This is an optimization exercise on Yosys and OpenROAD, whose aim is a short achievable clock period and few clock cycles, not a production implementation. At most, simulation tests tie the RTL to the original design; equivalence was not proved. No functional check of the RTL was part of runs 1 and 2. Power is estimated from default activity; no workload was simulated.

==> flow/design.v <==
module riscv_if(
	input	[12+1:2]		pcn_i,	 
	input	[16-1:0]		v_i,
	input	[16-1:0]		tk_i,	 
	input	[16-1:0]		ret_i,
	input	[16*12-1:0]	tag_i,
	input	[16*12-1:0]	tgt_i,
	input	[16*2-1:0]		ctr_i,
	input	[12+1:2]		ras_i,
	output	[16-1:0]		match_o,
	output				hit_o,
	output				pred_o,
	output	[1:0]			ctr_o,
	output	[12+1:2]		ptgt_o
);
integer i;
reg	[12+1:2]	t;
reg	[1:0]		c;
reg			r;
always @(*) begin
	t = {12{1'b0}};
	c = 2'd0;
	r = 1'b0;
	for (i = 0; i < 16; i = i + 1) begin
		t = t | ({12{match_o[i]}} & tgt_i[i*12 +: 12]);
		c = c | ({2{match_o[i]}} & ctr_i[i*2 +: 2]);
		r = r | (match_o[i] & ret_i[i]);
	end
end
wire	[16-1:0]	match_p;
riscv_if_match MP(.pcn_i(pcn_i), .v_i(v_i), .tag_i(tag_i), .match_o(match_p));
riscv_if_match MT(.pcn_i(pcn_i), .v_i(v_i), .tag_i(tag_i), .match_o(match_o));
assign	hit_o  = |match_p;
assign	pred_o = |(match_p & tk_i);
assign	ctr_o  = c;
assign	ptgt_o = r ? ras_i : t;
endmodule
module riscv_if_match(
	input	[12+1:2]		pcn_i,	 
	input	[16-1:0]		v_i,
	input	[16*12-1:0]	tag_i,
	output	[16-1:0]		match_o
);
genvar gi;
generate
	for (gi = 0; gi < 16; gi = gi + 1) begin : g_m
		assign match_o[gi] = v_i[gi] & (tag_i[gi*12 +: 12] == ~pcn_i);
	end
endgenerate
endmodule
module riscv_if_static(
	input	[31:0]		pc_i,
	input	[31:0]		inst_i,
	input	[12+1:2]	ras_i,
	input			fus_i,		 
	input	[31:0]		epc_i,		 
	input	[31:12]		esum_i,		 
	output			pred_o,
	output	[31:2]		tgt_o
);
wire	[4:0]	opc = inst_i[6:2];
wire	[4:0]	rd  = inst_i[11:7];
wire	[4:0]	rs1 = inst_i[19:15];
wire	s   = inst_i[31];
wire	jal  = (opc == 5'b11011);
wire	jalr = (opc == 5'b11001);
wire	bb   = (opc == 5'b11000) & s;
wire	[12:1]	jimm = {s, inst_i[20], inst_i[30:21]};
wire	[12:1]	bimm = {s, inst_i[7], inst_i[30:25], inst_i[11:8]};
wire	[12:1]	jlo, blo;
wire		jc, bc;
riscv_if_add12 JA(.a_i(pc_i[12:1]), .b_i(jimm), .s_o(jlo), .c_o(jc));
riscv_if_add12 BA(.a_i(pc_i[12:1]), .b_i(bimm), .s_o(blo), .c_o(bc));
wire	[11:0]	flo;
wire		fc;
riscv_if_add12 FA(.a_i(epc_i[11:0]), .b_i(inst_i[31:20]), .s_o(flo), .c_o(fc));
riscv_if_ssel SEL(
	.fus_i(fus_i),
	.fc_i(fc),
	.flo_i(flo[11:2]),
	.fhi_i(esum_i),
	.jal_i(jal),
	.bb_i(bb),
	.jalr_i(jalr),
	.s_i(s),
	.jc_i(jc),
	.bc_i(bc),
	.jlo_i(jlo[12:2]),
	.blo_i(blo[12:2]),
	.hi_i(pc_i[31:13]),
	.ras_i(ras_i),
	.pred_o(pred_o),
	.tgt_o(tgt_o)
);
endmodule
module riscv_if_ssel(
	input		fus_i,
	input		fc_i,
	input	[11:2]	flo_i,
	input	[31:12]	fhi_i,
	input		jal_i,
	input		bb_i,
	input		jalr_i,
	input		s_i,
	input		jc_i,
	input		bc_i,
	input	[12:2]	jlo_i,
	input	[12:2]	blo_i,
	input	[31:13]	hi_i,
	input	[12+1:2]	ras_i,
	output		pred_o,
	output	[31:2]	tgt_o
);
assign	pred_o = jal_i | bb_i | jalr_i;
assign	tgt_o  = jal_i ? {hi_i, jlo_i} : bb_i ? {hi_i, blo_i} : fus_i ? {fhi_i, flo_i} :
		 {hi_i[31:12+2], ras_i};
endmodule
module riscv_if_add12(
	input	[11:0]	a_i,
	input	[11:0]	b_i,
	output	[11:0]	s_o,
	output		c_o
);
wire	[11:0]	g0, p0, g1, p1, g2, p2, g3, p3, g4, p4;
riscv_if_pg12 PG(.a_i(a_i), .b_i(b_i), .g_o(g0), .p_o(p0));
riscv_alu_pfx #(.D(1), .INV(0), .W(12)) L1(.g_i(g0), .p_i(p0), .g_o(g1), .p_o(p1));
riscv_alu_pfx #(.D(2), .INV(1), .W(12)) L2(.g_i(g1), .p_i(p1), .g_o(g2), .p_o(p2));
riscv_alu_pfx #(.D(4), .INV(0), .W(12)) L3(.g_i(g2), .p_i(p2), .g_o(g3), .p_o(p3));
riscv_alu_pfx #(.D(8), .INV(1), .W(12)) L4(.g_i(g3), .p_i(p3), .g_o(g4), .p_o(p4));
riscv_if_sum12 SU(.p_i(p0), .c_i(g4), .s_o(s_o), .c_o(c_o));
endmodule
module riscv_if_pg12(
	input	[11:0]	a_i,
	input	[11:0]	b_i,
	output	[11:0]	g_o,
	output	[11:0]	p_o
);
assign	g_o = a_i & b_i;
assign	p_o = a_i ^ b_i;
endmodule
module riscv_if_sum12(
	input	[11:0]	p_i,
	input	[11:0]	c_i,
	output	[11:0]	s_o,
	output		c_o
);
assign	s_o = p_i ^ {c_i[10:0], 1'b0};
assign	c_o = c_i[11];
endmodule
module riscv_id(
	input	[31:0]		inst_i,
	output	[4:0]		rd_o,
	output	[4:0]		rs1_o,
	output	[4:0]		rs2_o,
	output			lui_o,
	output			auipc_o,
	output			jal_o,
	output			jalr_o,
	output			br_o,
	output			load_o,
	output			store_o,
	output			use1_o,		 
	output			use2_o,		 
	output			wr_o,		 
	output			rs2b_o,		 
	output			call_o,
	output			ret_o,
	output	[31:0]		imm_o,		 
	output	[31:0]		timm_o,		 
	output	[5:0]		brc_o,		 
	output	[11-1:0]	op_o
);
wire	[31:0]	inst = inst_i;
wire	[4:0]	opc  = inst[6:2];
wire	[2:0]	f3   = inst[14:12];
assign	rd_o  = inst[11:7];
assign	rs1_o = inst[19:15];
assign	rs2_o = inst[24:20];
wire	opimm = (opc == 5'b00100);
wire	op    = (opc == 5'b01100);
assign	lui_o   = (opc == 5'b01101);
assign	auipc_o = (opc == 5'b00101);
assign	jal_o   = (opc == 5'b11011);
assign	jalr_o  = (opc == 5'b11001);
assign	br_o    = (opc == 5'b11000);
assign	load_o  = (opc == 5'b00000);
assign	store_o = (opc == 5'b01000);
assign	use1_o  = jalr_o | br_o | load_o | store_o | opimm | op;
assign	use2_o  = br_o | store_o | op;
assign	wr_o    = lui_o | auipc_o | jal_o | jalr_o | load_o | opimm | op;
assign	rs2b_o  = br_o | op;
wire	rd_link  = (rd_o == 5'd1) | (rd_o == 5'd5);
wire	rs1_link = (rs1_o == 5'd1) | (rs1_o == 5'd5);
assign	call_o  = (jal_o | jalr_o) & rd_link;
assign	ret_o   = jalr_o & rs1_link & ~rd_link;
wire	[31:0]	imm_i = {{20{inst[31]}}, inst[31:20]};
wire	[31:0]	imm_s = {{20{inst[31]}}, inst[31:25], inst[11:7]};
wire	[31:0]	imm_b = {{20{inst[31]}}, inst[7], inst[30:25], inst[11:8], 1'b0};
wire	[31:0]	imm_u = {inst[31:12], 12'b0};
wire	[31:0]	imm_j = {{12{inst[31]}}, inst[19:12], inst[20], inst[30:21], 1'b0};
assign	imm_o  = store_o ? imm_s : (lui_o | auipc_o) ? imm_u : imm_i;
assign	timm_o = jal_o ? imm_j : imm_b;
assign	brc_o = {f3 == 3'd7, f3 == 3'd6, f3 == 3'd5, f3 == 3'd4, f3 == 3'd1, f3 == 3'd0} & {6{br_o}};
wire	alu = op | opimm;
assign	op_o[0]  = lui_o | auipc_o | load_o | store_o | (opimm & f3 == 3'd0) | (op & f3 == 3'd0 & ~inst[30]);
assign	op_o[1]  = op & f3 == 3'd0 & inst[30];
assign	op_o[2]  = alu & f3 == 3'd2;
assign	op_o[3] = alu & f3 == 3'd3;
assign	op_o[4]  = alu & f3 == 3'd4;
assign	op_o[5]   = alu & f3 == 3'd6;
assign	op_o[6]  = alu & f3 == 3'd7;
assign	op_o[7]  = alu & f3 == 3'd1;
assign	op_o[8]  = alu & f3 == 3'd5 & ~inst[30];
assign	op_o[9]  = alu & f3 == 3'd5 & inst[30];
assign	op_o[10] = jal_o | jalr_o;
endmodule
module riscv_alu(
	input	[31:0]		a_i,
	input	[31:0]		b_i,
	input	[11-1:0]	op_i,
	input	[31:0]		pc4_i,
	input	[31:0]		sum_i,		 
	input	[31:0]		diff_i,		 
	input			ltu_i,
	input			lts_i,
	output	[31:0]		res_o
);
wire	[31:0]	sh;
riscv_alu_shift SH(
	.a_i(a_i),
	.sh_i(b_i[4:0]),
	.left_i(op_i[7]),
	.arith_i(op_i[9]),
	.res_o(sh)
);
wire	[31:0]	other;
riscv_alu_other OTH(
	.a_i(a_i),
	.b_i(b_i),
	.op_i(op_i),
	.pc4_i(pc4_i),
	.sh_i(sh),
	.res_o(other)
);
riscv_alu_mux MUX(
	.add_i(op_i[0]),
	.sub_i(op_i[1]),
	.slt_i(op_i[2]),
	.sltu_i(op_i[3]),
	.sum_i(sum_i),
	.diff_i(diff_i),
	.lts_i(lts_i),
	.ltu_i(ltu_i),
	.other_i(other),
	.res_o(res_o)
);
endmodule
module riscv_alu_other(
	input	[31:0]		a_i,
	input	[31:0]		b_i,
	input	[11-1:0]	op_i,
	input	[31:0]		pc4_i,
	input	[31:0]		sh_i,
	output	[31:0]		res_o
);
assign	res_o = ({32{op_i[4]}}  & (a_i ^ b_i)) |
		({32{op_i[5]}}   & (a_i | b_i)) |
		({32{op_i[6]}}  & (a_i & b_i)) |
		({32{op_i[7] | op_i[8] | op_i[9]}} & sh_i) |
		({32{op_i[10]}} & pc4_i);
endmodule
module riscv_alu_mux(
	input		add_i,
	input		sub_i,
	input		slt_i,
	input		sltu_i,
	input	[31:0]	sum_i,
	input	[31:0]	diff_i,
	input		lts_i,
	input		ltu_i,
	input	[31:0]	other_i,
	output	[31:0]	res_o
);
assign	res_o = ({32{add_i}} & sum_i) | ({32{sub_i}} & diff_i) | other_i |
		{31'd0, (slt_i & lts_i) | (sltu_i & ltu_i)};
endmodule
module riscv_alu_shift(
	input	[31:0]	a_i,
	input	[4:0]	sh_i,
	input		left_i,
	input		arith_i,
	output	[31:0]	res_o
);
wire	[31:0]	sl  = a_i << sh_i;
wire	[31:0]	sr  = a_i >> sh_i;
wire	[31:0]	sra = sr | ({32{a_i[31]}} & ~(32'hffffffff >> sh_i));
assign	res_o = left_i ? sl : arith_i ? sra : sr;
endmodule
module riscv_alu_add #(
	parameter SUB = 0
)(
	input	[31:0]	a_i,
	input	[31:0]	b_i,
	output	[31:0]	s_o
);
wire	[31:0]	p0, g0, g1, p1, g2, p2, g3, p3, g4, p4, g5, p5;
riscv_alu_pg #(.SUB(SUB)) PG(.a_i(a_i), .b_i(b_i), .g_o(g0), .p_o(p0));
riscv_alu_pfx #(.D(1),  .INV(0)) L1(.g_i(g0), .p_i(p0), .g_o(g1), .p_o(p1));
riscv_alu_pfx #(.D(2),  .INV(1)) L2(.g_i(g1), .p_i(p1), .g_o(g2), .p_o(p2));
riscv_alu_pfx #(.D(4),  .INV(0)) L3(.g_i(g2), .p_i(p2), .g_o(g3), .p_o(p3));
riscv_alu_pfx #(.D(8),  .INV(1)) L4(.g_i(g3), .p_i(p3), .g_o(g4), .p_o(p4));
riscv_alu_pfx #(.D(16), .INV(0)) L5(.g_i(g4), .p_i(p4), .g_o(g5), .p_o(p5));
riscv_alu_xsum #(.SUB(SUB)) XS(.p_i(p0), .nc_i(g5), .s_o(s_o));
endmodule
module riscv_alu_pg #(
	parameter SUB = 0
)(
	input	[31:0]	a_i,
	input	[31:0]	b_i,
	output	[31:0]	g_o,
	output	[31:0]	p_o
);
wire	[31:0]	b = SUB ? ~b_i : b_i;
assign	p_o = a_i ^ b;
assign	g_o = SUB ? {a_i[31:1] & b[31:1], a_i[0] | b[0]} : (a_i & b);
endmodule
module riscv_alu_pfx #(
	parameter D = 1,
	parameter INV = 0,
	parameter W = 32
)(
	input	[W-1:0]	g_i,
	input	[W-1:0]	p_i,
	output	[W-1:0]	g_o,
	output	[W-1:0]	p_o
);
genvar i;
generate
	for (i = 0; i < W; i = i + 1) begin : g_b
		if (i < D) begin : g_pass
			assign g_o[i] = ~g_i[i];
			assign p_o[i] = ~p_i[i];
		end else if (INV == 0) begin : g_aoi
			assign g_o[i] = ~(g_i[i] | (p_i[i] & g_i[i-D]));
			assign p_o[i] = ~(p_i[i] & p_i[i-D]);
		end else begin : g_oai
			assign g_o[i] = ~(g_i[i] & (p_i[i] | g_i[i-D]));
			assign p_o[i] = ~(p_i[i] | p_i[i-D]);
		end
	end
endgenerate
endmodule
module riscv_alu_xsum #(
	parameter SUB = 0
)(
	input	[31:0]	p_i,
	input	[31:0]	nc_i,
	output	[31:0]	s_o
);
assign	s_o = p_i ^ {~nc_i[30:0], SUB ? 1'b1 : 1'b0};
endmodule
module riscv_ex(
	input		valid_i,
	input		btaken_i,	 
	input	[31:0]	jsum_i,		 
	input		jne_i,		 
	input	[31:0]	btgt_i,		 
	input		bne_i,		 
	input	[31:0]	pc4_i,
	input		br_i,
	input		jal_i,
	input		jalr_i,
	input		pred_i,		 
	output		mispred_o,
	output		taken_o,
	output	[31:0]	tgt_o,
	output	[31:0]	redir_o
);
wire	mis_t   = ~pred_i | bne_i;
wire	mis_oth = jal_i  ? mis_t :
		  jalr_i ? (~pred_i | jne_i) : pred_i;
wire	mis_br  = btaken_i ? mis_t : pred_i;
assign	mispred_o = valid_i & (br_i ? mis_br : mis_oth);
assign	taken_o   = jal_i | jalr_i | (br_i & btaken_i);
assign	tgt_o     = jalr_i ? {jsum_i[31:1], 1'b0} : btgt_i;
assign	redir_o   = br_i ? (btaken_i ? btgt_i : pc4_i) : (jal_i | jalr_i) ? tgt_o : pc4_i;
endmodule
module riscv_ex_cmp(
	input	[31:0]	a_i,
	input	[31:0]	b_i,
	input	[5:0]	brc_i,		 
	output		eq_o,
	output		ltu_o,
	output		lts_o,
	output		taken_o		 
);
wire	[31:0]	g0 = {1'b0, ~a_i[30:0] & b_i[30:0]};
wire	[31:0]	e0 = {1'b1, ~(a_i[30:0] ^ b_i[30:0])};
wire	[15:0]	g1, e1;
wire	[7:0]	g2, e2;
wire	[3:0]	g3, e3;
wire	[1:0]	g4, e4;
wire		g5, e5;
riscv_ex_cmpl #(.W(16), .INV(0)) C1(.g_i(g0), .e_i(e0), .g_o(g1), .e_o(e1));
riscv_ex_cmpl #(.W(8),  .INV(1)) C2(.g_i(g1), .e_i(e1), .g_o(g2), .e_o(e2));
riscv_ex_cmpl #(.W(4),  .INV(0)) C3(.g_i(g2), .e_i(e2), .g_o(g3), .e_o(e3));
riscv_ex_cmpl #(.W(2),  .INV(1)) C4(.g_i(g3), .e_i(e3), .g_o(g4), .e_o(e4));
riscv_ex_cmpl #(.W(1),  .INV(0)) C5(.g_i(g4), .e_i(e4), .g_o(g5), .e_o(e5));
riscv_ex_cmpf CF(.a31_i(a_i[31]), .b31_i(b_i[31]), .ng_i(g5), .ne_i(e5), .brc_i(brc_i),
	.eq_o(eq_o), .ltu_o(ltu_o), .lts_o(lts_o), .taken_o(taken_o));
endmodule
module riscv_ex_cmpl #(
	parameter W = 1,
	parameter INV = 0
)(
	input	[2*W-1:0]	g_i,
	input	[2*W-1:0]	e_i,
	output	[W-1:0]		g_o,
	output	[W-1:0]		e_o
);
genvar i;
generate
	for (i = 0; i < W; i = i + 1) begin : g_b
		if (INV == 0) begin : g_aoi
			assign g_o[i] = ~(g_i[2*i+1] | (e_i[2*i+1] & g_i[2*i]));
			assign e_o[i] = ~(e_i[2*i+1] & e_i[2*i]);
		end else begin : g_oai
			assign g_o[i] = ~(g_i[2*i+1] & (e_i[2*i+1] | g_i[2*i]));
			assign e_o[i] = ~(e_i[2*i+1] | e_i[2*i]);
		end
	end
endgenerate
endmodule
module riscv_ex_cmpf(
	input		a31_i,
	input		b31_i,
	input		ng_i,
	input		ne_i,
	input	[5:0]	brc_i,
	output		eq_o,
	output		ltu_o,
	output		lts_o,
	output		taken_o
);
wire	e31 = ~(a31_i ^ b31_i);
assign	eq_o  = e31 & ~ne_i;
assign	ltu_o = (~a31_i & b31_i) | (e31 & ~ng_i);
assign	lts_o = (a31_i & ~b31_i) | (e31 & ~ng_i);
assign	taken_o = (brc_i[0] & eq_o) | (brc_i[1] & ~eq_o) | (brc_i[2] & lts_o) | (brc_i[3] & ~lts_o) |
		  (brc_i[4] & ltu_o) | (brc_i[5] & ~ltu_o);
endmodule
module riscv_ex_sumeq(
	input	[31:0]	a_i,
	input	[31:0]	b_i,
	input	[31:0]	k_i,
	output		ne_o
);
wire	[31:0]	x, r, g;
wire	[30:0]	ok;
riscv_ex_xor2 X1(.a_i(a_i), .b_i(b_i), .y_o(x));
riscv_ex_xor2 X2(.a_i(x), .b_i(k_i), .y_o(r));
riscv_ex_sumeq_g G(.a_i(a_i), .b_i(b_i), .x_i(x), .r_i(r), .g_o(g));
riscv_ex_sumeq_ok K(.r_i(r), .g_i(g), .a0_i(a_i[0]), .b0_i(b_i[0]), .ok_o(ok));
riscv_ex_and31 A(.x_i(ok), .yn_o(ne_o));
endmodule
module riscv_ex_xor2(
	input	[31:0]	a_i,
	input	[31:0]	b_i,
	output	[31:0]	y_o
);
assign	y_o = a_i ^ b_i;
endmodule
module riscv_ex_sumeq_g(
	input	[31:0]	a_i,
	input	[31:0]	b_i,
	input	[31:0]	x_i,
	input	[31:0]	r_i,
	output	[31:0]	g_o
);
assign	g_o = (a_i & b_i) | (x_i & r_i);
endmodule
module riscv_ex_sumeq_ok(
	input	[31:0]	r_i,
	input	[31:0]	g_i,
	input		a0_i,
	input		b0_i,
	output	[30:0]	ok_o
);
assign	ok_o = {~(r_i[31:2] ^ g_i[30:1]), ~(r_i[1] ^ (a0_i & b0_i))};
endmodule
module riscv_ex_and31(
	input	[30:0]	x_i,
	output		yn_o
);
wire	[7:0]	n1;
wire	[3:0]	a2;
riscv_ex_nand4 #(.W(8)) L1(.x_i({1'b1, x_i}), .y_o(n1));
riscv_ex_nor2  #(.W(4)) L2(.x_i(n1), .y_o(a2));
riscv_ex_nand4 #(.W(1)) L3(.x_i(a2), .y_o(yn_o));
endmodule
module riscv_ex_nand4 #(
	parameter W = 1
)(
	input	[4*W-1:0]	x_i,
	output	[W-1:0]		y_o
);
genvar i;
generate
	for (i = 0; i < W; i = i + 1) begin : g_b
		assign y_o[i] = ~&x_i[4*i +: 4];
	end
endgenerate
endmodule
module riscv_ex_nor4 #(
	parameter W = 1
)(
	input	[4*W-1:0]	x_i,
	output	[W-1:0]		y_o
);
genvar i;
generate
	for (i = 0; i < W; i = i + 1) begin : g_b
		assign y_o[i] = ~|x_i[4*i +: 4];
	end
endgenerate
endmodule
module riscv_ex_nor2 #(
	parameter W = 1
)(
	input	[2*W-1:0]	x_i,
	output	[W-1:0]		y_o
);
genvar i;
generate
	for (i = 0; i < W; i = i + 1) begin : g_b
		assign y_o[i] = ~|x_i[2*i +: 2];
	end
endgenerate
endmodule
module riscv_ex_nand2 #(
	parameter W = 1
)(
	input	[2*W-1:0]	x_i,
	output	[W-1:0]		y_o
);
genvar i;
generate
	for (i = 0; i < W; i = i + 1) begin : g_b
		assign y_o[i] = ~&x_i[2*i +: 2];
	end
endgenerate
endmodule
module riscv_ex_mt(
	input		valid_i,
	input		br_i,
	input		jal_i,
	input		jalr_i,
	input		pred_i,
	output	[4:0]	t_o
);
assign	t_o[0] = valid_i & br_i & ~pred_i;
assign	t_o[1] = valid_i & br_i & pred_i;
assign	t_o[2] = valid_i & ((jal_i | jalr_i) & ~pred_i | ~(br_i | jal_i | jalr_i) & pred_i);
assign	t_o[3] = valid_i & jal_i & pred_i;
assign	t_o[4] = valid_i & jalr_i & pred_i;
endmodule
module riscv_ex_fin(
	input	[4:0]	t_i,
	input		btaken_i,
	input		bne_i,
	input		jne_i,
	output		mispred_o
);
assign	mispred_o = (btaken_i & (t_i[0] | (t_i[1] & bne_i))) | (~btaken_i & t_i[1]) | t_i[2] |
		    (t_i[3] & bne_i) | (t_i[4] & jne_i);
endmodule
module riscv_wb(
	input	[31:0]		pc_i,
	input			pred_i,
	input	[12+1:2]	ptgt_i,
	output	[31:0]		next_o,
	output	[31:0]		pc4_o
);
riscv_wb_inc INC(.pc_i(pc_i), .pc4_o(pc4_o));
assign	next_o = pred_i ? {pc_i[31:12+2], ptgt_i, 2'b00} : pc4_o;
endmodule
module riscv_wb_s(
	input			en_i,
	input	[31:0]		pc_i,
	input			stall_i,
	input			spred_i,	 
	input	[31:2]		stgt_i,
	input	[31:0]		next_i,
	output	[31:0]		next_o
);
wire	[31:0]	n = stall_i ? pc_i : spred_i ? {stgt_i, 2'b00} : next_i;
assign	next_o = n & {32{en_i}};
endmodule
module riscv_wb_f(
	input			mispred_i,
	input	[31:0]		redir_i,
	input	[31:0]		next_i,
	output	[31:0]		next_o
);
assign	next_o = mispred_i ? redir_i : next_i;
endmodule
module riscv_wb_inc(
	input	[31:0]	pc_i,
	output	[31:0]	pc4_o
);
assign	pc4_o = pc_i + 32'd4;
endmodule
module riscv_register(
	input	[32*32-1:0]	rf_i,
	input	[4:0]		idx_i,
	output	[63:0]		nval_o		 
);
wire	[31:0]	sel0, sel1, sel2, sel3;
riscv_register_dec DEC0(.idx_i(idx_i), .sel_o(sel0));
riscv_register_dec DEC1(.idx_i(idx_i), .sel_o(sel1));
riscv_register_dec DEC2(.idx_i(idx_i), .sel_o(sel2));
riscv_register_dec DEC3(.idx_i(idx_i), .sel_o(sel3));
genvar b;
generate
	for (b = 0; b < 32; b = b + 1) begin : g_bit
		wire	[31:0]	col;
		wire	[15:0]	l1;
		wire	[3:0]	l2;
		genvar r;
		for (r = 0; r < 32; r = r + 1) begin : g_col
			assign col[r] = rf_i[r*32 + b];
		end
		riscv_register_aoi22 L1(.s_i(b < 8 ? sel0 : b < 16 ? sel1 : b < 24 ? sel2 : sel3), .d_i(col), .y_o(l1));
		riscv_ex_nand4 #(.W(4)) L2(.x_i(l1), .y_o(l2));
		riscv_ex_nor2  #(.W(2)) L3(.x_i(l2), .y_o(nval_o[2*b +: 2]));
	end
endgenerate
endmodule
module riscv_register_dec(
	input	[4:0]	idx_i,
	output	[31:0]	sel_o
);
genvar i;
generate
	for (i = 0; i < 32; i = i + 1) begin : g_d
		assign sel_o[i] = (i != 0) && (idx_i == i);
	end
endgenerate
endmodule
module riscv_register_aoi22(
	input	[31:0]	s_i,
	input	[31:0]	d_i,
	output	[15:0]	y_o
);
genvar i;
generate
	for (i = 0; i < 16; i = i + 1) begin : g_b
		assign y_o[i] = ~((s_i[2*i] & d_i[2*i]) | (s_i[2*i+1] & d_i[2*i+1]));
	end
endgenerate
endmodule
module riscv_stall(
	input	[4:0]	rs1_i,
	input	[4:0]	rs2_i,
	input		use1_i,
	input		use2_i,
	input		e_fwd_i,	 
	input		e_load_i,	 
	input	[4:0]	e_rd_i,
	input		m_fwd_i,	 
	input	[4:0]	m_rd_i,
	output		h1e_o,
	output		h1m_o,
	output		h2e_o,
	output		h2m_o,
	output		stall_o
);
wire	eq1 = (e_rd_i == rs1_i);
wire	eq2 = (e_rd_i == rs2_i);
assign	h1e_o = e_fwd_i & eq1;
assign	h1m_o = m_fwd_i & (m_rd_i == rs1_i);
assign	h2e_o = e_fwd_i & eq2;
assign	h2m_o = m_fwd_i & (m_rd_i == rs2_i);
assign	stall_o = e_load_i & ((use1_i & eq1) | (use2_i & eq2));
endmodule
module riscv_forward(
	input		sel_e_i,
	input	[31:0]	e_i,
	input		sel_r_i,
	input	[63:0]	nr_i,		 
	input	[31:0]	o_i,
	output	[31:0]	val_o
);
genvar i;
generate
	for (i = 0; i < 32; i = i + 1) begin : g_b
		wire	r = ~(nr_i[2*i] & nr_i[2*i+1]);
		assign val_o[i] = sel_e_i ? e_i[i] : sel_r_i ? r : o_i[i];
	end
endgenerate
endmodule
module riscv_forward_pre(
	input		sel_m_i,	 
	input		sel_x_i,	 
	input	[31:0]	m_i,
	input	[31:0]	x_i,
	output	[31:0]	val_o
);
assign	val_o = ({32{sel_m_i}} & m_i) | ({32{sel_x_i}} & x_i);
endmodule
module riscv(
	input	wire		clk,
	input	wire		rst,		 
	input	wire	[31:0]	inst_i,		 
	output	wire	[31:0]	inst_addr_o,	 
	output	wire		inst_ce_o,	 
	input	wire	[31:0]	data_i,		 
	output	wire		data_we_o,	 
	output	wire		data_ce_o,	 
	output	wire	[31:0]	data_addr_o,	 
	output	wire	[31:0]	data_o		 
);
assign	inst_ce_o = 1'b1;
assign	data_ce_o = 1'b1;
reg	[31:0]	pc_out;
reg	[31:0]	pc;
reg	[12+1:2]	pc_btb_n;	 
reg		e_valid;
reg	[31:0]	e_pc;
reg	[31:0]	e_pc4;
reg	[31:0]	e_a;		 
reg	[31:0]	e_b;		 
reg	[31:0]	e_s;		 
reg	[31:0]	e_timm;		 
reg	[4:0]	e_rd;
reg		e_we;		 
reg		e_load;
reg		e_store;
reg		e_br;
reg		e_jal;
reg		e_jalr;
reg		e_auipc;
reg		e_call;
reg		e_ret;
reg	[5:0]	e_brc;		 
reg	[11-1:0]	e_op;	 
reg		e_pred;		 
reg	[31:2]	e_ptgt;		 
reg		e_hit;		 
reg	[16-1:0]	e_match;	 
reg	[1:0]	e_ctr;		 
reg	[2:0]	e_it, e_tr;	 
reg		e_lc;
reg		m_valid;
reg	[31:0]	m_addr;
reg	[31:0]	m_res_n;
reg	[31:0]	m_sd;
reg		m_we_mem;
reg	[4:0]	m_rd;
reg		m_we;
reg		m_load;
reg	[31:0]	rf [1:31];
reg	[31:0]	rf_v;		 
reg	[16-1:0]	btb_v;
reg	[16-1:0]	btb_tk;		 
reg	[16-1:0]	btb_ret;	 
reg	[12+1:2]	btb_tag [0:16-1];
reg	[12+1:2]	btb_tgt [0:16-1];
reg	[1:0]	btb_ctr [0:16-1];
reg	[2:0]	btb_it  [0:16-1];
reg	[2:0]	btb_tr  [0:16-1];
reg	[16-1:0]	btb_lc;
reg	[16-1:0]	btb_rr;		 
reg	[12+1:2]	ras0, ras1, ras2, ras3;
reg		u_btb;
reg		u_alloc;
reg	[16-1:0]	u_sel;
reg	[12+1:2]	u_tag;
reg	[12+1:2]	u_atgt;		 
reg	[12+1:2]	u_ptgt;		 
reg		u_taken, u_hit, u_v, u_jmp, u_ret;
reg	[1:0]	u_octr;
reg		u_bwd;
reg	[2:0]	u_oit, u_otr;
reg		u_olc;
reg		u_call, u_pop;
reg	[12+1:2]	u_link;
wire	[31:0]	m_res = ~m_res_n;
wire	[31:0]	m_val = m_load ? data_i : m_res;
wire	[31:0]	sum, diff;
wire		ltu, lts, eq, btaken;
riscv_alu_add #(.SUB(0)) ADD(.a_i(e_a), .b_i(e_b), .s_o(sum));
riscv_alu_add #(.SUB(1)) SUB(.a_i(e_a), .b_i(e_b), .s_o(diff));
riscv_ex_cmp CMP(.a_i(e_a), .b_i(e_b), .brc_i(e_brc), .eq_o(eq), .ltu_o(ltu), .lts_o(lts), .taken_o(btaken));
wire	[31:0]	res;
riscv_alu ALU(
	.a_i(e_a),
	.b_i(e_b),
	.op_i(e_op),
	.pc4_i(e_pc4),
	.sum_i(sum),
	.diff_i(diff),
	.ltu_i(ltu),
	.lts_i(lts),
	.res_o(res)
);
wire	[31:0]	e_pfull = {e_ptgt, 2'b00};
wire	[31:0]	btgt;
wire		jne, bne;
riscv_alu_add BTGT(.a_i(e_pc), .b_i(e_timm), .s_o(btgt));
riscv_ex_sumeq JOK(.a_i(e_a), .b_i(e_b), .k_i(e_pfull), .ne_o(jne));
riscv_ex_sumeq BOK(.a_i(e_pc), .b_i(e_timm), .k_i(e_pfull), .ne_o(bne));
wire		mispred;
wire		act_taken;
wire	[31:0]	act_tgt;
wire	[31:0]	redir_pc;
riscv_ex BR(
	.valid_i(e_valid),
	.btaken_i(btaken),
	.jsum_i(sum),
	.jne_i(jne),
	.btgt_i(btgt),
	.bne_i(bne),
	.pc4_i(e_pc4),
	.br_i(e_br),
	.jal_i(e_jal),
	.jalr_i(e_jalr),
	.pred_i(e_pred),
	.mispred_o(),
	.taken_o(act_taken),
	.tgt_o(act_tgt),
	.redir_o(redir_pc)
);
wire	[4:0]	mt;
wire		mispred_o;
riscv_ex_mt MT(.valid_i(e_valid), .br_i(e_br), .jal_i(e_jal), .jalr_i(e_jalr), .pred_i(e_pred), .t_o(mt));
riscv_ex_fin MF(.t_i(mt), .btaken_i(btaken), .bne_i(bne), .jne_i(jne), .mispred_o(mispred));
riscv_ex_fin MFO(.t_i(mt), .btaken_i(btaken), .bne_i(bne), .jne_i(jne), .mispred_o(mispred_o));
wire	[4:0]	rd, rs1, rs2;
wire		d_lui, d_auipc, d_jal, d_jalr, d_br, d_load, d_store;
wire		d_use1, d_use2, d_wr, d_rs2b, d_call, d_ret;
wire	[31:0]	d_imm, d_timm;
wire	[5:0]	d_brc;
wire	[11-1:0]	d_op;
riscv_id DEC(
	.inst_i(inst_i),
	.rd_o(rd),
	.rs1_o(rs1),
	.rs2_o(rs2),
	.lui_o(d_lui),
	.auipc_o(d_auipc),
	.jal_o(d_jal),
	.jalr_o(d_jalr),
	.br_o(d_br),
	.load_o(d_load),
	.store_o(d_store),
	.use1_o(d_use1),
	.use2_o(d_use2),
	.wr_o(d_wr),
	.rs2b_o(d_rs2b),
	.call_o(d_call),
	.ret_o(d_ret),
	.imm_o(d_imm),
	.timm_o(d_timm),
	.brc_o(d_brc),
	.op_o(d_op)
);
wire	[32*32-1:0]	rf_flat;
assign	rf_flat[31:0] = 32'd0;
genvar gi;
generate
	for (gi = 1; gi < 32; gi = gi + 1) begin : g_rf
		assign rf_flat[gi*32 +: 32] = rf[gi] & {32{rf_v[gi]}};
	end
endgenerate
wire	[63:0]	rf1n, rf2n;
riscv_register RD1(.rf_i(rf_flat), .idx_i(rs1), .nval_o(rf1n));
riscv_register RD2(.rf_i(rf_flat), .idx_i(rs2), .nval_o(rf2n));
wire	h1e, h1m, h2e, h2m, stall;
riscv_stall HAZ(
	.rs1_i(rs1),
	.rs2_i(rs2),
	.use1_i(d_use1),
	.use2_i(d_use2),
	.e_fwd_i(e_valid & e_we),
	.e_load_i(e_valid & e_load & e_we),
	.e_rd_i(e_rd),
	.m_fwd_i(m_valid & m_we),
	.m_rd_i(m_rd),
	.h1e_o(h1e),
	.h1m_o(h1m),
	.h2e_o(h2e),
	.h2m_o(h2m),
	.stall_o(stall)
);
wire	a_reg = ~d_auipc & ~d_lui;
wire	[31:0]	pre_a, pre_b, pre_s, opa, opb, ops;
riscv_forward_pre PA(.sel_m_i(a_reg & h1m), .sel_x_i(d_auipc), .m_i(m_val), .x_i(pc), .val_o(pre_a));
riscv_forward_pre PB(.sel_m_i(d_rs2b & h2m), .sel_x_i(~d_rs2b), .m_i(m_val), .x_i(d_imm), .val_o(pre_b));
riscv_forward_pre PS(.sel_m_i(h2m), .sel_x_i(1'b0), .m_i(m_val), .x_i(32'd0), .val_o(pre_s));
riscv_forward FA(.sel_e_i(a_reg & h1e), .e_i(res), .sel_r_i(a_reg & ~h1m), .nr_i(rf1n), .o_i(pre_a), .val_o(opa));
riscv_forward FB(.sel_e_i(d_rs2b & h2e), .e_i(res), .sel_r_i(d_rs2b & ~h2m), .nr_i(rf2n), .o_i(pre_b), .val_o(opb));
riscv_forward FS(.sel_e_i(h2e), .e_i(res), .sel_r_i(~h2m), .nr_i(rf2n), .o_i(pre_s), .val_o(ops));
wire	[16*12-1:0]	bt_flat;
wire	[16*12-1:0]	bg_flat;
wire	[16*2-1:0]		bc_flat;
generate
	for (gi = 0; gi < 16; gi = gi + 1) begin : g_btb
		assign bt_flat[gi*12 +: 12] = btb_tag[gi];
		assign bg_flat[gi*12 +: 12] = btb_tgt[gi];
		assign bc_flat[gi*2 +: 2] = btb_ctr[gi];
	end
endgenerate
wire	[16-1:0]	f_match;
reg	[2:0]	f_it, f_tr;
integer fi;
always @(*) begin
	f_it = 3'd0;
	f_tr = 3'd0;
	for (fi = 0; fi < 16; fi = fi + 1) begin
		f_it = f_it | ({3{f_match[fi]}} & btb_it[fi]);
		f_tr = f_tr | ({3{f_match[fi]}} & btb_tr[fi]);
	end
end
wire		f_hit, f_pred;
wire	[1:0]	f_ctr;
wire	[12+1:2]	f_ptgt;
riscv_if BTB(
	.pcn_i(pc_btb_n),
	.v_i(btb_v),
	.tk_i(btb_tk),
	.ret_i(btb_ret),
	.tag_i(bt_flat),
	.tgt_i(bg_flat),
	.ctr_i(bc_flat),
	.ras_i(ras0),
	.match_o(f_match),
	.hit_o(f_hit),
	.pred_o(f_pred),
	.ctr_o(f_ctr),
	.ptgt_o(f_ptgt)
);
wire		s_pred;
wire	[31:2]	s_tgt;
riscv_if_static SP(
	.pc_i(pc),
	.inst_i(inst_i),
	.ras_i(ras0),
	.fus_i(d_jalr & e_auipc & h1e),
	.epc_i(e_pc),
	.esum_i(sum[31:12]),
	.pred_o(s_pred),
	.tgt_o(s_tgt)
);
wire	s_use = ~f_hit & s_pred;
wire	[31:0]	next_pc, next_pc_out, next_pc_b, next_pc_s, next_pc_so, pc4;
riscv_wb NPC(
	.pc_i(pc),
	.pred_i(f_pred),
	.ptgt_i(f_ptgt),
	.next_o(next_pc_b),
	.pc4_o(pc4)
);
riscv_wb_s NPCS(
	.en_i(1'b1),
	.pc_i(pc),
	.stall_i(stall),
	.spred_i(s_use),
	.stgt_i(s_tgt),
	.next_i(next_pc_b),
	.next_o(next_pc_s)
);
riscv_wb_f NPCF(.mispred_i(mispred), .redir_i(redir_pc), .next_i(next_pc_s), .next_o(next_pc));
riscv_wb_s NPCSO(
	.en_i(~rst),
	.pc_i(pc),
	.stall_i(stall),
	.spred_i(s_use),
	.stgt_i(s_tgt),
	.next_i(next_pc_b),
	.next_o(next_pc_so)
);
riscv_wb_f NPCFO(.mispred_i(mispred_o), .redir_i(redir_pc), .next_i(next_pc_so), .next_o(next_pc_out));
always @(posedge clk) begin
	pc_out   <= next_pc_out;
	pc_btb_n <= ~next_pc_out[12+1:2];
end
always @(posedge clk or posedge rst) begin
	if (rst) begin
		pc <= 32'd0;
	end else begin
		pc <= next_pc;
	end
end
assign	inst_addr_o = pc_out;
always @(posedge clk or posedge rst) begin
	if (rst) begin
		e_valid <= 1'b0;
	end else begin
		e_valid <= ~mispred & ~stall;
	end
end
always @(posedge clk) begin
	e_pc    <= pc;
	e_pc4   <= pc4;
	e_a     <= opa;
	e_b     <= opb;
	e_s     <= ops;
	e_timm  <= d_timm;
	e_rd    <= rd;
	e_we    <= d_wr & (rd != 5'd0);
	e_load  <= d_load;
	e_store <= d_store;
	e_br    <= d_br;
	e_jal   <= d_jal;
	e_jalr  <= d_jalr;
	e_auipc <= d_auipc;
	e_call  <= d_call;
	e_ret   <= d_ret;
	e_brc   <= d_brc;
	e_op    <= d_op;
	e_pred  <= f_pred | s_use;
	e_ptgt  <= f_hit ? {pc[31:12+2], f_ptgt} : s_tgt;
	e_hit   <= f_hit;
	e_match <= f_match;
	e_ctr   <= f_ctr;
	e_it    <= f_it;
	e_tr    <= f_tr;
	e_lc    <= |(f_match & btb_lc);
end
always @(posedge clk or posedge rst) begin
	if (rst) begin
		m_valid  <= 1'b0;
	end else begin
		m_valid  <= e_valid;
	end
end
always @(posedge clk) begin
	m_we_mem <= ~rst & e_valid & e_store;
	m_addr   <= res;
	m_res_n  <= ~res;
	m_sd     <= e_s;
	m_rd     <= e_rd;
	m_we     <= e_we;
	m_load   <= e_load;
end
assign	data_addr_o = m_addr;
assign	data_o      = m_sd;
assign	data_we_o   = m_we_mem;
always @(posedge clk) begin
	if (m_valid & m_we)
		rf[m_rd] <= m_val;
end
integer k;
always @(posedge clk or posedge rst) begin
	if (rst) begin
		rf_v <= 32'd0;
	end else if (m_valid & m_we) begin
		for (k = 1; k < 32; k = k + 1)
			if (m_rd == k)
				rf_v[k] <= 1'b1;
	end
end
wire	e_ctl = e_br | e_jal | e_jalr;
always @(posedge clk or posedge rst) begin
	if (rst) begin
		u_btb   <= 1'b0;
		u_alloc <= 1'b0;
		u_call  <= 1'b0;
		u_pop   <= 1'b0;
	end else begin
		u_btb   <= e_valid & (act_taken | e_hit);
		u_alloc <= e_valid & act_taken & ~e_hit;
		u_call  <= e_valid & e_call;
		u_pop   <= e_valid & e_ret;
	end
end
always @(posedge clk) begin
	u_sel   <= e_hit ? e_match : btb_rr;
	u_tag   <= e_pc[12+1:2];
	u_atgt  <= act_tgt[12+1:2];
	u_ptgt  <= e_ptgt[12+1:2];
	u_taken <= act_taken;
	u_hit   <= e_hit;
	u_octr  <= e_ctr;
	u_bwd   <= e_br & e_timm[31];
	u_oit   <= e_it;
	u_otr   <= e_tr;
	u_olc   <= e_lc;
	u_v     <= e_ctl;
	u_jmp   <= e_jal | e_jalr;
	u_ret   <= e_ret;
	u_link  <= e_pc4[12+1:2];
end
wire	[1:0]	u_ctr = ~u_hit ? 2'd2 :
			u_taken ? ((u_octr == 2'd3) ? 2'd3 : u_octr + 2'd1) :
				  ((u_octr == 2'd0) ? 2'd0 : u_octr - 2'd1);
wire	[2:0]	u_it  = ~u_taken ? 3'd0 : ~u_hit ? 3'd1 : (u_oit == 3'd7) ? 3'd7 : u_oit + 3'd1;
wire	[2:0]	u_tr  = ~u_hit ? 3'd7 : ~u_taken ? u_oit : u_otr;
wire		u_lc  = ~u_hit ? 1'b0 : u_taken ? u_olc : (u_oit == u_otr) & (u_oit != 3'd7);
wire		u_tk  = u_jmp | (u_ctr[1] & ~(u_bwd & u_lc & (u_it == u_tr)));
wire	[12+1:2]	u_tgt = u_taken ? u_atgt : u_ptgt;
integer j;
always @(posedge clk or posedge rst) begin
	if (rst) begin
		btb_v  <= {16{1'b0}};
		btb_rr <= {{(16-1){1'b0}}, 1'b1};
	end else begin
		if (u_btb)
			btb_v <= (btb_v & ~u_sel) | ({16{u_v}} & u_sel);
		if (u_alloc)
			btb_rr <= {btb_rr[16-2:0], btb_rr[16-1]};
	end
end
always @(posedge clk) begin
	for (j = 0; j < 16; j = j + 1) begin
		if (u_btb & u_sel[j]) begin
			btb_tk[j]  <= u_tk;
			btb_ret[j] <= u_ret;
			btb_tag[j] <= u_tag;
			btb_tgt[j] <= u_tgt;
			btb_ctr[j] <= u_ctr;
			btb_it[j]  <= u_it;
			btb_tr[j]  <= u_tr;
			btb_lc[j]  <= u_lc;
		end
	end
end
always @(posedge clk or posedge rst) begin
	if (rst) begin
		ras0 <= {12{1'b0}};
		ras1 <= {12{1'b0}};
		ras2 <= {12{1'b0}};
		ras3 <= {12{1'b0}};
	end else if (u_call & u_pop) begin
		ras0 <= u_link;
	end else if (u_call) begin
		ras0 <= u_link;
		ras1 <= ras0;
		ras2 <= ras1;
		ras3 <= ras2;
	end else if (u_pop) begin
		ras0 <= ras1;
		ras1 <= ras2;
		ras2 <= ras3;
	end
end
endmodule
==> flow/flow/run.sh <==
#!/bin/bash
set -u
bash standard.sh SETUP_SLACK_MARGIN=6.7 finish > standard_flow.log 2>&1
==> flow/standard.sh <==
#!/bin/bash
# synth_recipe.tcl (not shown) runs the flow's synth.tcl, then flattens the netlist and writes it again
# the make line also repeats each setting of config.mk as NAME=value (left out here)
make -C /OpenROAD-flow-scripts/flow DESIGN_CONFIG=/design/flow/config.mk WORK_HOME=/design/flow/orfs CLKGATE_MAP_FILE= SYNTH_SCRIPT=/design/flow/synth_recipe.tcl "${@:-finish}"
==> flow/config.mk <==
export PLATFORM = sky130hd
export DESIGN_NAME = riscv
export DESIGN_NICKNAME = riscv
export VERILOG_FILES = /design/flow/design.v
export SDC_FILE = /design/flow/constraint.sdc
export NUM_CORES = 8
export LEC_CHECK = 0
export CAP_MARGIN = 20
export CORE_MARGIN = 2
export CORE_UTILIZATION = 40
export CTS_CLUSTER_DIAMETER = 150
export CTS_CLUSTER_SIZE = 20
export PLACE_DENSITY = 0.6
export SLEW_MARGIN = 20
export SYNTH_HIERARCHICAL = 1
export TNS_END_PERCENT = 100
==> flow/constraint.sdc <==
create_clock -name core_clock -period 10.0 [get_ports {clk}]
set_input_delay 2.0000 -clock core_clock [delete_from_list [all_inputs] [get_ports {clk}]]
set_output_delay 2.0000 -clock core_clock [all_outputs]
set_load 0.01 [all_outputs]
==> qor.txt, run 1 <==
CTS Hold Bufs = 0
Placed Cells incl. Taps = 14500
Overall power = 21.8 mW
Max-slew violation total from the final report = 0
Type of origin of the critical path = input port
Root Driver = sky130_fd_sc_hd__clkbuf_16
Die X-Extent = 560 um
Final setup skew = 0.0948 ns
Die Height = 560 um
Post-Place Worst Slack = 3.33 ns
Clock sink count = 2208
Post-DP Area = 132000 um2
DR pass1 iterations = 8
Clock input transition at the sequential cells of the worst setup and hold paths = 0.09 ns
Worst hold path cell count = 0
Insertion delay to the later sink of the worst-skew pair = 0.91 ns
# rows = 204
Mean Syn Cell Area = 11.9 um2
Share of layout cells above drive strength 1 = 34.7%
Initial core utilization = 40.1%
Htree depth = 4
Slew HR = 21.4%
Final ANT Viol Nets = 0
Max-cap viol count = 0
Status = no timing/DRC/antenna violations
First-pass GRT wire length = 701 mm
Overall fraction of global-route tracks in use = 31.0%
RSZ-0062 raised after global routing = yes
DR vias = 95400
Pin count of the biggest net entering global routing = 72
Data required time at the worst endpoint = 10.74 ns
Worst vdd rail ir drop = 0.000151 V
Kind of critical path = input port to register
Final worst path period share = 38.0%
Dpl hpwl = 316 mm
Area of the placeable core = 308000 um2
Buffer depth of the longest clock path = 4
Final global-route overflow total = 0
CTS tree = done
PnR worst setup slack = 6.20 ns
Finished Cell Area = 151000 um2
Average wire per standard cell = 32.6 um
Top library cells by usage in the layout, fill and taps aside = sky130_fd_sc_hd__edfxtp_1 (1552), sky130_fd_sc_hd__a22oi_2 (1025), sky130_fd_sc_hd__and2_1 (1003)
Type of element capturing the critical path = register
Leakage = 52.9 nW
Number of buffers inserted during clock tree synthesis = 138
Layout Nets = 11600
DRC violation count after routing = 0
Cell Pwr Density = 145 nW/um2
Area growth from synthesis to layout = 21.7%
Number of placed I/O pins = 165
DRC violation total after the first TritonRoute iteration = 10300
Input/output buffers = 160
Number of global-route vias before repair = 93100
Number of warnings printed during yosys synthesis = 13
Final setup TNS = 0 ns
Critical-path maximum fanout = 5
Final Util = 48.8%
Min cycle time layout = 3.80 ns
Total wire length after detailed routing = 507 mm
Cells after synthesis = 10400
Transition time at the pin with the least slew margin = 1.18 ns
Arrival time of the worst setup path = 4.54 ns
Finished Layout Cells = 15500
Die Outline Area = 314000 um2
Endpoints failing hold = 0
RePlAce Congestion = 0.986
FMAX = 263 MHz
Initial antenna violation count = 36
Cell count of the worst reg-to-reg path = 13
Count of final setup violators = 0
Kind of path behind the tightest hold check = register to register
Post-synthesis instance area = 124000 um2
Via density per instance = 6.13
Most common cell after layout, fill and taps aside = sky130_fd_sc_hd__edfxtp_1
Smallest hold slack = 0.301 ns
final cells by class:
class,count,area (um2)
antenna,18,45.0
clock buffer,216,3810
clock inverter,9,114
fill,27100,158000
inverter,371,1410
multi-input combinational,7428,64600
sequential,2208,60700
tap,4120,5150
timing repair buffer,1178,14800
where the power goes:
group | total, mW | switching, mW | leakage, nW | internal (mW)
sequential | 10.6 | 0.465 | 20.5 | 10.1
combinational | 5.33 | 3.31 | 30.6 | 2.02
clock | 5.92 | 3.26 | 1.87 | 2.66
final timing paths:
path	startpoint	to	slack [ns]
min	e_tr[1]	u_otr[1]	0.30
min in group asynchronous	rst	u_alloc	1.81
max reg2reg	pc_btb_n[3]	pc_out[13]	6.23
min reg2reg	e_tr[1]	u_otr[1]	0.30
max in group asynchronous	rst	ras2[11]	7.36
max	inst_i[19]	pc[15]	6.20
state kept, by name, summed over array words and instances, names as in the netlist, 48 cells and up, named ones only:
signal / cells
btb_tr: 48
btb_tag: 192
rf: 992
btb_it: 48
btb_tgt: 192
worst max-delay path: stages:
cell	delay, ns
sky130_fd_sc_hd__buf_12	0.10
sky130_fd_sc_hd__buf_16	0.14
sky130_fd_sc_hd__xnor2_4	0.17
sky130_fd_sc_hd__nand3_4	0.12
sky130_fd_sc_hd__nor2_4	0.11
sky130_fd_sc_hd__and3_4	0.22
sky130_fd_sc_hd__nor3b_4	0.22
sky130_fd_sc_hd__buf_12	0.20
sky130_fd_sc_hd__buf_16	0.17
sky130_fd_sc_hd__mux2_4	0.32
sky130_fd_sc_hd__mux2_4	0.26
sky130_fd_sc_hd__o211a_1	0.22
sky130_fd_sc_hd__mux2_4	0.26
layer usage:
metal  share of wire [%]  track usage [%]  up-vias
met1                  39             39.8    48600
met4                 6.6             17.1       10
li1                    -                -    40600
met2                  45             49.0     4934
met3                 9.0             6.23     1248
met5               0.015                0        -
repair_timing:
item                       in CTS  in global routing
gates resized for setup      1591                268
setup endpoints to repair     403                372
cloned                         62                  6
pin swaps                     406                334
setup buffers                 587                159
==> run 2: changes to the inputs <==
--- a/flow/design.v
+++ b/flow/design.v
@@ -576,25 +576,29 @@
 endmodule
 module riscv_wb(
 	input	[31:0]		pc_i,
+	input			stall_i,
 	input			pred_i,
 	input	[12+1:2]	ptgt_i,
 	output	[31:0]		next_o,
 	output	[31:0]		pc4_o
 );
 riscv_wb_inc INC(.pc_i(pc_i), .pc4_o(pc4_o));
-assign	next_o = pred_i ? {pc_i[31:12+2], ptgt_i, 2'b00} : pc4_o;
+assign	next_o = stall_i ? pc_i :
+		 pred_i  ? {pc_i[31:12+2], ptgt_i, 2'b00} : pc4_o;
 endmodule
 module riscv_wb_s(
 	input			en_i,
-	input	[31:0]		pc_i,
 	input			stall_i,
+	input			pred_i,		 
 	input			spred_i,	 
 	input	[31:2]		stgt_i,
 	input	[31:0]		next_i,
 	output	[31:0]		next_o
 );
-wire	[31:0]	n = stall_i ? pc_i : spred_i ? {stgt_i, 2'b00} : next_i;
-assign	next_o = n & {32{en_i}};
+wire	use_s = ~stall_i & ~pred_i & spred_i;
+wire	sel_s = en_i & use_s;
+wire	sel_o = en_i & ~use_s;
+assign	next_o = ({32{sel_s}} & {stgt_i, 2'b00}) | ({32{sel_o}} & next_i);
 endmodule
 module riscv_wb_f(
 	input			mispred_i,
@@ -956,6 +960,7 @@
 wire	[31:0]	next_pc, next_pc_out, next_pc_b, next_pc_s, next_pc_so, pc4;
 riscv_wb NPC(
 	.pc_i(pc),
+	.stall_i(stall),
 	.pred_i(f_pred),
 	.ptgt_i(f_ptgt),
 	.next_o(next_pc_b),
@@ -963,8 +968,8 @@
 );
 riscv_wb_s NPCS(
 	.en_i(1'b1),
-	.pc_i(pc),
 	.stall_i(stall),
+	.pred_i(f_pred),
 	.spred_i(s_use),
 	.stgt_i(s_tgt),
 	.next_i(next_pc_b),
@@ -973,8 +978,8 @@
 riscv_wb_f NPCF(.mispred_i(mispred), .redir_i(redir_pc), .next_i(next_pc_s), .next_o(next_pc));
 riscv_wb_s NPCSO(
 	.en_i(~rst),
-	.pc_i(pc),
 	.stall_i(stall),
+	.pred_i(f_pred),
 	.spred_i(s_use),
 	.stgt_i(s_tgt),
 	.next_i(next_pc_b),
==> run 2 against run 1 <==
Critical path type unchanged. Highest routed layer unchanged. Design area rose by 0.20%. Cell count rose by 0.28%. Clock-buffer cell count fell by 3. Combinational power fell by 2%. Critical path depth did not move. Sequential power barely moved. Largest cell class unchanged. Core utilization rose by 0.50 points. Flip-flop and latch count did not move. Clock skew fell by 0.0038 ns. Still clean on timing, DRC and antenna. Area after synthesis fell by 0.63%. Synthesized cell count rose by 0.15%.
==> qor.txt, run 2 <==
Status = no timing/DRC/antenna violations
DRC violation total after the first TritonRoute iteration = 11300 (+9.9%)
Buffer depth of the longest clock path = 4 (unchanged)
Pin count of the biggest net entering global routing = 65 (-9.7%)
Type of origin of the critical path = input port
Met3 capacity usage during global routing = 6.18% (-0.048 points)
Htree depth = 4 (unchanged)
Average wire per standard cell = 32.9 um (+0.93%)
Total wire length after detailed routing = 513 mm (+1.2%)
Data required time at the worst endpoint = 10.72 ns (-0.02 ns)
DR vias = 95400 (-0.026%)
Most common cell after layout, fill and taps aside = sky130_fd_sc_hd__edfxtp_1
Via density per instance = 6.12 (-0.30%)
Max-slew violation total from the final report = 0 (unchanged)
Met1 demand-to-capacity share in global routing = 40.0% (+0.20 points)
Worst vdd rail ir drop = 0.000116 V (-23%)
Insertion delay to the later sink of the worst-skew pair = 0.91 ns (about the same)
Slew HR = 21.3% (-0.12 points)
Number of buffers inserted during clock tree synthesis = 134 (-2.9%)
Final worst path period share = 36.7% (-1.3 points)
Kind of path behind the tightest hold check = register to register
Number of global-route vias before repair = 92500 (-0.71%)
Number of placed I/O pins = 165 (unchanged)
Top Usage Layer GRT = met2
Min cycle time layout = 3.67 ns (-0.129 ns)
Largest register FFs = 992 (unchanged)
Root Driver = sky130_fd_sc_hd__clkbuf_16
Cell count of the worst reg-to-reg path = 13 (unchanged)
Cell Pwr Density = 143 nW/um2 (-1.1%)
# rows = 203 (-0.49%)
Transition time at the pin with the least slew margin = 1.18 ns (+0.00185 ns)
Worst hold path cell count = 0 (unchanged)
Buffers and inverters on the worst path = 4 (unchanged)
Endpoints failing hold = 0 (unchanged)
Initial core utilization = 40.2% (+0.077 points)
Arrival time of the worst setup path = 4.39 ns (-0.15 ns)
Area growth from synthesis to layout = 22.7%
Area of the placeable core = 306000 um2 (-0.82%)
Hold_sp = e_s[25]
Clock sink count = 2208 (unchanged)
Largest registers in the final layout = rf: 992 flops, btb_tag: 192 flops, btb_tgt: 192 flops
Post-synthesis instance area = 123000 um2 (-0.63%)
CP max stage cell = sky130_fd_sc_hd__mux2_4
DR pass1 iterations = 6 (-2)
Count of final setup violators = 0 (unchanged)
Type of element capturing the critical path = register
Final global-route overflow total = 0 (unchanged)
Flop-to-flop setup slack = 6.50 ns (+0.27 ns)
FMAX = 273 MHz (+3.5%)
CTS Hold Bufs = 0 (unchanged)
Final Util = 49.3% (+0.50 points)
Layout Nets = 11700 (+0.36%)
Register with the most flip-flops = rf
CTS tree = done
Overall power = 21.6 mW (-0.88%)
First-pass GRT wire length = 698 mm (-0.44%)
Final setup TNS = 0 ns (unchanged)
Overall fraction of global-route tracks in use = 31.3% (+0.33 points)
Final ANT Viol Nets = 0 (unchanged)
Dpl hpwl = 321 mm (+1.5%)
DRC violation count after routing = 0 (unchanged)
Cell repeated most along the worst path = sky130_fd_sc_hd__buf_16
Fraction of met2 tracks used by global routing = 49.7% (+0.76 points)
End of the worst hold path = m_sd[25]
Die Outline Area = 312000 um2 (-0.63%)
Critical-path maximum fanout = 8 (+3)
Clock input transition at the sequential cells of the worst setup and hold paths = 0.09 ns (about the same)
FILL cells = 26600 (-1.8%)
Top library cells by usage in the layout, fill and taps aside = sky130_fd_sc_hd__edfxtp_1 (1552), sky130_fd_sc_hd__a22oi_2 (1026), sky130_fd_sc_hd__and2_1 (1003)
Final setup skew = 0.0911 ns (-0.00377 ns)
Cells after synthesis = 10400 (+0.15%)
RSZ-0062 raised after global routing = yes
Launch instance of the worst register-to-register path = e_a[7]
Die Height = 558 um (-0.31%)
CP max stage delay = 0.32 ns (about the same)
Leakage = 52.3 nW (-1.3%)
Initial antenna violation count = 44 (+22%)
Die X-Extent = 558 um (-0.31%)
Number of warnings printed during yosys synthesis = 13 (unchanged)
Input/output buffers = 160 (unchanged)
Max-cap viol count = 0 (unchanged)
Endpoint of the most critical register-to-register path = pc_out[26]
RePlAce Congestion = 0.983 (-0.25%)
Crit path cell chain = buf_16 > buf_16 > xnor2_4 > nand3_2 > nor2_4 > and3_4 > nor3b_4 > buf_12 > buf_16 > mux2_4 > nand2_1 > mux2i_1 > mux2_4
Share of layout cells above drive strength 1 = 34.9% (+0.26 points)
Kind of critical path = input port to register
Mean Syn Cell Area = 11.8 um2 (-0.78%)
Crit path max-delay family = simple AND/OR/NAND/NOR gates
run 2: cell types whose count changed in the layout (fill, tap and decap cells not counted), sizes merged, moves of 8 or more:
cell and change:
clkbuf +16, o211a -60, mux2 -72, diode +19, nand2b -24, o21ai +12
nand2 +128, mux2i +72, bufbuf +8, or2b -36
run 2: worst max-delay path by stage:
stage	startpoint	to	slack, ns	cells after the start
finish	inst_i[17]	pc_out[15]	6.33	13
detailed placement	inst_i[21]	e_b[30]	4.20	11
floorplan	rst	pc_out[10]	4.89	6
global placement	inst_i[22]	e_b[31]	4.25	11
global route	inst_i[17]	pc_out[15]	6.34	13
CTS	inst_i[17]	pc_out[17]	6.43	13
run 2: cell type report:
cell class              instances  area [um2]  share of cell area (%)
repair inverters                1        7.51                 0.00498
flip-flops and latches       2208       60800                    40.3
diodes                         37        92.6                  0.0614
clock inverters                10         135                  0.0896
well taps                    4100        5130                    3.40
multi-input cells            7443       63800                    42.3
clock buffers                 213        3730                    2.48
repair buffers               1208       15800                    10.4
inverters                     371        1410                   0.937
run 2: stage by stage:
step	setup WS (ns)	hold slack (ns)	cells	cell area, um2
2_1_floorplan	4.89	0.310	10500	126000
3_3_place_gp	4.25	0.314	14500	131000
3_5_place_dp	4.20	0.312	14500	131000
4_1_cts	6.43	0.327	15400	147000
5_1_grt	6.34	0.316	15600	151000
6_report	6.33	0.316	15600	151000
run 2: per-layer routing:
layer / share of wire (%) / vias to the layer above
met4: 6.9 / 12
li1: - / 40600
met5: 0.053 / -
met1: 39 / 48400
met3: 8.8 / 1289
met2: 45 / 5074
run 2: timing repair:
item | 4_1_cts | 5_1_grt
gates resized for setup | 1573 | 345
pin swaps | 311 | 357
cloned | 75 | 27
setup buffers | 597 | 145
endpoints found under the setup margin | 435 | 314
run 2: power by group:
group / leakage [nW] / total (mW) / internal [mW] / switching, mW
Sequential: 20.7 / 10.5 / 10.1 / 0.466
Clock: 1.85 / 5.85 / 2.61 / 3.24
Combinational: 29.7 / 5.22 / 1.97 / 3.25
Total: 52.3 / 21.6 / 14.7 / 6.96
==> run 3: changes to the inputs <==
--- a/flow/design.v
+++ b/flow/design.v
@@ -617,7 +617,7 @@
 module riscv_register(
 	input	[32*32-1:0]	rf_i,
 	input	[4:0]		idx_i,
-	output	[63:0]		nval_o		 
+	output	[31:0]		val_o
 );
 wire	[31:0]	sel0, sel1, sel2, sel3;
 riscv_register_dec DEC0(.idx_i(idx_i), .sel_o(sel0));
@@ -630,13 +630,15 @@
 		wire	[31:0]	col;
 		wire	[15:0]	l1;
 		wire	[3:0]	l2;
+		wire	[1:0]	l3;
 		genvar r;
 		for (r = 0; r < 32; r = r + 1) begin : g_col
 			assign col[r] = rf_i[r*32 + b];
 		end
 		riscv_register_aoi22 L1(.s_i(b < 8 ? sel0 : b < 16 ? sel1 : b < 24 ? sel2 : sel3), .d_i(col), .y_o(l1));
 		riscv_ex_nand4 #(.W(4)) L2(.x_i(l1), .y_o(l2));
-		riscv_ex_nor2  #(.W(2)) L3(.x_i(l2), .y_o(nval_o[2*b +: 2]));
+		riscv_ex_nor2  #(.W(2)) L3(.x_i(l2), .y_o(l3));
+		riscv_ex_nand2 #(.W(1)) L4(.x_i(l3), .y_o(val_o[b]));
 	end
 endgenerate
 endmodule
@@ -691,17 +693,11 @@
 	input		sel_e_i,
 	input	[31:0]	e_i,
 	input		sel_r_i,
-	input	[63:0]	nr_i,		 
+	input	[31:0]	r_i,
 	input	[31:0]	o_i,
 	output	[31:0]	val_o
 );
-genvar i;
-generate
-	for (i = 0; i < 32; i = i + 1) begin : g_b
-		wire	r = ~(nr_i[2*i] & nr_i[2*i+1]);
-		assign val_o[i] = sel_e_i ? e_i[i] : sel_r_i ? r : o_i[i];
-	end
-endgenerate
+assign	val_o = sel_e_i ? e_i : sel_r_i ? r_i : o_i;
 endmodule
 module riscv_forward_pre(
 	input		sel_m_i,	 
@@ -877,9 +873,9 @@
 		assign rf_flat[gi*32 +: 32] = rf[gi] & {32{rf_v[gi]}};
 	end
 endgenerate
-wire	[63:0]	rf1n, rf2n;
-riscv_register RD1(.rf_i(rf_flat), .idx_i(rs1), .nval_o(rf1n));
-riscv_register RD2(.rf_i(rf_flat), .idx_i(rs2), .nval_o(rf2n));
+wire	[31:0]	rf1, rf2;
+riscv_register RD1(.rf_i(rf_flat), .idx_i(rs1), .val_o(rf1));
+riscv_register RD2(.rf_i(rf_flat), .idx_i(rs2), .val_o(rf2));
 wire	h1e, h1m, h2e, h2m, stall;
 riscv_stall HAZ(
 	.rs1_i(rs1),
@@ -902,9 +898,9 @@
 riscv_forward_pre PA(.sel_m_i(a_reg & h1m), .sel_x_i(d_auipc), .m_i(m_val), .x_i(pc), .val_o(pre_a));
 riscv_forward_pre PB(.sel_m_i(d_rs2b & h2m), .sel_x_i(~d_rs2b), .m_i(m_val), .x_i(d_imm), .val_o(pre_b));
 riscv_forward_pre PS(.sel_m_i(h2m), .sel_x_i(1'b0), .m_i(m_val), .x_i(32'd0), .val_o(pre_s));
-riscv_forward FA(.sel_e_i(a_reg & h1e), .e_i(res), .sel_r_i(a_reg & ~h1m), .nr_i(rf1n), .o_i(pre_a), .val_o(opa));
-riscv_forward FB(.sel_e_i(d_rs2b & h2e), .e_i(res), .sel_r_i(d_rs2b & ~h2m), .nr_i(rf2n), .o_i(pre_b), .val_o(opb));
-riscv_forward FS(.sel_e_i(h2e), .e_i(res), .sel_r_i(~h2m), .nr_i(rf2n), .o_i(pre_s), .val_o(ops));
+riscv_forward FA(.sel_e_i(a_reg & h1e), .e_i(res), .sel_r_i(a_reg & ~h1m), .r_i(rf1), .o_i(pre_a), .val_o(opa));
+riscv_forward FB(.sel_e_i(d_rs2b & h2e), .e_i(res), .sel_r_i(d_rs2b & ~h2m), .r_i(rf2), .o_i(pre_b), .val_o(opb));
+riscv_forward FS(.sel_e_i(h2e), .e_i(res), .sel_r_i(~h2m), .r_i(rf2), .o_i(pre_s), .val_o(ops));
 wire	[16*12-1:0]	bt_flat;
 wire	[16*12-1:0]	bg_flat;
 wire	[16*2-1:0]		bc_flat;
--- a/flow/config.mk
+++ b/flow/config.mk
@@ -8,8 +8,8 @@
 export CAP_MARGIN = 20
 export CORE_MARGIN = 2
 export CORE_UTILIZATION = 40
-export CTS_CLUSTER_DIAMETER = 150
-export CTS_CLUSTER_SIZE = 20
+export CTS_CLUSTER_DIAMETER = 120
+export CTS_CLUSTER_SIZE = 24
 export PLACE_DENSITY = 0.6
 export SLEW_MARGIN = 20
 export SYNTH_HIERARCHICAL = 1
==> run 3 against run 2 <==
Still clean on timing, DRC and antenna. Register-to-register slack got worse by 0.02 ns. Core utilization down 0.59 points. Maximum frequency is 0.73% higher.
==> qor.txt, run 3 <==
Transition time at the pin with the least slew margin = 1.28 ns (+0.0984 ns)
Insertion delay to the later sink of the worst-skew pair = 0.95 ns (+0.04 ns)
Buffer depth of the longest clock path = 4 (unchanged)
Die Outline Area = 311000 um2 (-0.31%)
Hold_sp = e_tr[1]
Leakage = 51.6 nW (-1.3%)
Htree depth = 3 (-1)
Number of warnings printed during yosys synthesis = 13 (unchanged)
Critical-path maximum fanout = 8 (unchanged)
Pin count of the biggest net entering global routing = 78 (+20%)
Area of the multi-input gates = 63400 um2 (-0.68%)
Number of global-route vias before repair = 90600 (-2.0%)
Average wire per standard cell = 32.6 um (-0.86%)
First-pass GRT wire length = 688 mm (-1.4%)
Post-synthesis instance area = 123000 um2 (-0.31%)
Final ANT Viol Nets = 0 (unchanged)
Mean Syn Cell Area = 11.8 um2 (about the same)
Launch instance of the worst register-to-register path = pc[13]
Final Util = 48.7% (-0.59 points)
Overall fraction of global-route tracks in use = 30.9% (-0.38 points)
Input/output buffers = 160 (unchanged)
Finished Cell Area = 149000 um2 (-1.4%)
Share of layout cells above drive strength 1 = 33.9% (-1.1 points)
Most common cell after layout, fill and taps aside = sky130_fd_sc_hd__edfxtp_1
Largest registers in the final layout = rf: 992 flops, btb_tag: 192 flops, btb_tgt: 192 flops
Max-cap viol count = 0 (unchanged)
Area growth from synthesis to layout = 21.4%
Status = no timing/DRC/antenna violations
Type of origin of the critical path = input port
CTS tree = done
RSZ-0062 raised after global routing = yes
Top library cells by usage in the layout, fill and taps aside = sky130_fd_sc_hd__edfxtp_1 (1552), sky130_fd_sc_hd__a22oi_2 (1026), sky130_fd_sc_hd__and2_1 (1001)
Overall power = 20.7 mW (-4.2%)
Dpl hpwl = 316 mm (-1.6%)
-- run 3: changes by cell type in the layout (fill, tap and decap cells not counted), sizes merged, moves of 20 or more --
cell    before   now
diode       37    17
clkbuf     237   198
mux2i      162   258
nor2       821   723
o21ai      291   387
nand2      683   747
buf       1121  1073
o31ai      105     9
and3       113    17
-- run 3: stage by stage --
stage          hold WS, ns  setup slack, ns
2_1_floorplan        0.310             4.89
3_3_place_gp         0.314             4.18
3_5_place_dp         0.312             4.12
4_1_cts              0.308             6.47
5_1_grt              0.321             6.40
6_report             0.311             6.36
-- run 3: critical path, stage by stage --
cell	delay (ns)
sky130_fd_sc_hd__buf_12	0.11
sky130_fd_sc_hd__buf_16	0.14
sky130_fd_sc_hd__buf_4	0.15
sky130_fd_sc_hd__buf_12	0.15
sky130_fd_sc_hd__buf_6	0.12
sky130_fd_sc_hd__or3b_4	0.34
sky130_fd_sc_hd__buf_6	0.13
sky130_fd_sc_hd__nor2_4	0.04
sky130_fd_sc_hd__buf_12	0.15
sky130_fd_sc_hd__a22oi_2	0.17
sky130_fd_sc_hd__nand4_1	0.29
sky130_fd_sc_hd__nor2_2	0.23
sky130_fd_sc_hd__nand2_4	0.10
sky130_fd_sc_hd__mux2i_2	0.19
sky130_fd_sc_hd__o21ai_1	0.08
-- run 3: worst paths after layout --
path                         endpoint  slack [ns]  depth (start not counted)
max                            e_a[4]        6.36                         15
min                          u_otr[1]        0.31                          0
max reg2reg                pc_out[31]        6.48                          8
min reg2reg                  u_otr[1]        0.31                          0
max in group asynchronous    rf_v[14]        6.88                          5
min in group asynchronous   async pin        1.97                          2
-- run 3: final cells by class --
type	count	area share, %
sequential	2208	40.8
tap	4100	3.45
clock buffer	174	2.01
timing repair inverter	1	0.00336
timing repair buffer	1168	10.0
clock inverter	15	0.102
inverter	371	0.958
antenna	17	0.0286
multi-input combinational	7413	42.6
-- run 3: per-layer routing --
metal | GRT usage, % | share of wire, %
met5 | 0 | 0.016
met1 | 40.0 | 39
met3 | 5.51 | 8.9
met2 | 49.9 | 46
met4 | 15.4 | 6.1
-- run 3: what timing repair did --
| action | in CTS | in global routing |
|---|---|---|
| setup buffers | 431 | 267 |
| hold endpoints to repair | 0 | 0 |
| pin swaps | 286 | 375 |
| setup endpoints to repair | 402 | 342 |
| gates cloned | 82 | 25 |
| gates resized for setup | 1750 | 330 |
-- run 3: power breakdown --
group	leakage (nW)	switching, mW	internal [mW]
registers	20.7	0.422	10.1
clock network	1.50	3.09	2.09
logic	29.4	3.17	1.88
total	51.6	6.68	14.0
Testbench counts of run 3, summed over its fixed seeds: cycles 149,965.

Setup slack of run 3, layout unchanged: 6.357 ns with ideal ports, 6.335 ns with driving cells assumed (clock clkbuf_16, inputs buf_2), 5.338 ns with port delays also shifted by the 0.997 ns mid clock arrival.
